Source: an optimization exercise on an open RTL-to-GDS flow (aim: small area and a short achievable clock period). Production flows keep margins and buffers that such runs may drop.
Function was checked by simulation only, so behaviour that the tests miss may differ from the original.

==> run H <==
## InvertSQRoot
module InvertSQRoot(
    input wire clk,
    input wire rst,
    input wire ce,
    input wire [31:0] DataIn,
    output reg [31:0] DataOut,
    output reg DataValid
    );
reg pi0_r1;
reg pi0_r2;
reg pi1_r1;
reg pi1_r2;
reg pi2_r1;
reg pi3_r1;
reg pi3_r2;
reg pi4_r1;
reg pi5_r1;
reg pi5_r2;
reg pi6_r1;
reg pi7_r1;
reg pi7_r2;
reg pi8_r1;
reg pi9_r1;
reg pi9_r2;
reg pi10_r1;
reg pi11_r1;
reg pi11_r2;
reg pi12_r1;
reg pi13_r1;
reg pi13_r2;
reg pi14_r1;
reg pi15_r1;
reg pi15_r2;
reg pi16_r1;
reg pi17_r1;
reg pi17_r2;
reg pi18_r1;
reg pi19_r1;
reg pi19_r2;
reg pi19_r3;
reg pi20_r1;
reg pi21_r1;
reg pi21_r2;
reg pi21_r3;
reg pi22_r1;
reg pi23_r1;
reg pi23_r2;
reg pi23_r3;
reg pi23_r4;
reg pi24_r1;
reg pi24_r2;
reg pi25_r1;
reg pi26_r1;
reg pi27_r1;
reg pi28_r1;
reg pi29_r1;
reg pi31_r1;
reg n32_r1;
reg n32_r2;
reg n32_r3;
reg n32_r4;
reg n32_r5;
reg n32_r6;
reg n32_r7;
reg n34_r1;
reg n36_r1;
reg n38_r1;
reg n40_r1;
reg n42_r1;
reg n44_r1;
reg n46_r1;
reg n48_r1;
reg n48_r2;
reg n50_r1;
reg n50_r2;
reg n52_r1;
reg n52_r2;
reg n54_r1;
reg n54_r2;
reg n54_r3;
reg n61_r1;
reg n246_r1;
reg n246_r2;
reg n246_r3;
reg n246_r4;
reg n246_r5;
reg n246_r6;
reg n246_r7;
reg n247_r1;
reg n247_r2;
reg n247_r3;
reg n248_r1;
reg n248_r2;
reg n248_r3;
reg n248_r4;
reg n248_r5;
reg n248_r6;
reg n248_r7;
reg n249_r1;
reg n249_r2;
reg n249_r3;
reg n250_r1;
reg n250_r2;
reg n250_r3;
reg n250_r4;
reg n250_r5;
reg n250_r6;
reg n250_r7;
reg n251_r1;
reg n251_r2;
  ...
export LEC_CHECK = 0
export ABC_CLOCK_PERIOD_IN_PS = 3000
export CAP_MARGIN = 20
export CORE_MARGIN = 2
export CORE_UTILIZATION = 55
export SETUP_SLACK_MARGIN = 5.0
export SLEW_MARGIN = 20
export SYNTH_HIERARCHICAL = 1
create_clock -name core_clock -period 8.0 [get_ports {clk}]
run.sh (not shown) runs the stock make flow with config.mk's settings and CLKGATE_MAP_FILE= SYNTH_SCRIPT=/design/flow/synth_recipe.tcl, a recipe that flattens the netlist after the stock synthesis.
==> run B: changes against run H <==
CAP_MARGIN = 10   (was 20)
CORE_UTILIZATION = 65   (was 55)
CTS_CLUSTER_DIAMETER = 100   (was unset)
CTS_CLUSTER_SIZE = 30   (was unset)
SLEW_MARGIN = 10   (was 20)
==> run G: changes against run H <==
CORE_UTILIZATION = 65   (was 55)
CTS_CLUSTER_DIAMETER = 100   (was unset)
CTS_CLUSTER_SIZE = 30   (was unset)
==> summary.md <==
| Metric | Value |
|---|---|
| Outcome | `complete, no violations` |
| Setup Skew | `approximately 0.047 ns` |
| Clock buf/inv share | `0.0224` |
| First-pass GRT wire length | `252000 um` |
| Util after Layout | `0.693` |
| Met2 WL | `about 76000 um` |
| Initial core utilization | `0.656` |
| DPL Wire Length | `around 110000 um` |
| Signal buffers | `about 230` |
| Delay-heaviest family, CP | `adder cells` |
The numbers above come from run B.

==> summary.md <==
| Metric | Value |
|---|---|
| Outcome | `complete, no violations` |
| Initial core utilization | `0.656` |
| First-pass GRT wire length | `~250000 um` |
| Delay-heaviest family, CP | `adder cells` |
| Number of global-route vias before repair | `approximately 43000` |
| Met2 WL | `75800 um` |
| DPL Wire Length | `between 100000 and 150000 um` |
| Setup Skew | `approximately 0.047 ns` |
| Clock buf/inv share | `0.0224` |
| Util after Layout | `0.693` |
| Signal buffers | `around 230` |
The numbers above come from run G.

==> summary.md <==
| Metric | Value |
|---|---|
| Clock buf/inv share | `0.0626` |
| Non-clock buffers, area share | `0.0277` |
| First-pass GRT wire length | `roughly 270000 um` |
| Util after Layout | `0.613` |
| Outcome | `complete, no violations` |
| Met2 WL | `82700 um` |
| Post-CTS sizing | `roughly 50` |
| Worst setup SP type | `flip-flop` |
| Signal buffers | `between 200 and 250` |
| DPL Wire Length | `113000 um` |
| Crit Reg-Reg Endpoint | `n3738_r1` |
The numbers above come from run H.


---

==> inputs of exp/delta <==
Another version of the RTL of InvertSQRoot (not shown whole).
clock: 8.0 ns
lec_check: 0
abc_clock_period_in_ps: 3000
cap_margin: 20
core_margin: 2
core_utilization: 65
cts_cluster_diameter: 100
cts_cluster_size: 30
setup_slack_margin: 5.0
slew_margin: 20
synth_hierarchical: 1
==> inputs of exp/ember, as changes to exp/delta <==
CAP_MARGIN = 10   (was 20)
SLEW_MARGIN = 10   (was 20)
==> run notes <==
met1 usage 43.64%; clock skew 0.02106 ns; Nets 6233; GRT Total Usage 32.92%; antenna violations before repair 8; CP top delay family XOR/XNOR gates; met3 Use GR 6.954%; Tightest Pin Transition 1.130 ns; outcome timing/DRC/antenna clean
# the run above: exp/ember

==> run notes <==
met1 usage 43.64%; Tightest Pin Transition 1.130 ns; Nets 6233; Slew Limit Fails 0; met3 Use GR 6.954%; worst skew pair latency 0.69 ns; clock skew 0.02106 ns; GRT Total Usage 32.92%; outcome timing/DRC/antenna clean; antenna violations before repair 8
# the run above: exp/delta

[what the ideal ports hide]
Ports are ideal in the flow. The routed layouts listed here were re-timed in OpenROAD. Step 1 (the two cells are an assumption about what drives the block):
set clk [get_ports {clk}]
set_driving_cell -lib_cell sky130_fd_sc_hd__clkbuf_16 $clk
set_driving_cell -lib_cell sky130_fd_sc_hd__buf_2 [delete_from_list [all_inputs] $clk]
Step 2 also shifts input and output timing later by t, the mid clock arrival at the registers, as if the neighbouring blocks saw the same clock. a / b / c = ideal / step 1 / step 2; a / b = the first two.
run	shift t [ns]	slack for setup (ns)	worst slew at a driven data input, ns
run H	0.776	5.072 / 5.006 / 5.072	0.07
run B	0.723	5.036 / 5.019 / 5.036	0.04
run G	0.723	5.036 / 5.019 / 5.036	0.04
exp/delta	0.746	5.039 / 4.996 / 4.434	0.04
exp/ember	0.746	5.039 / 4.996 / 4.434	0.04
After both steps every run listed still meets setup and hold.
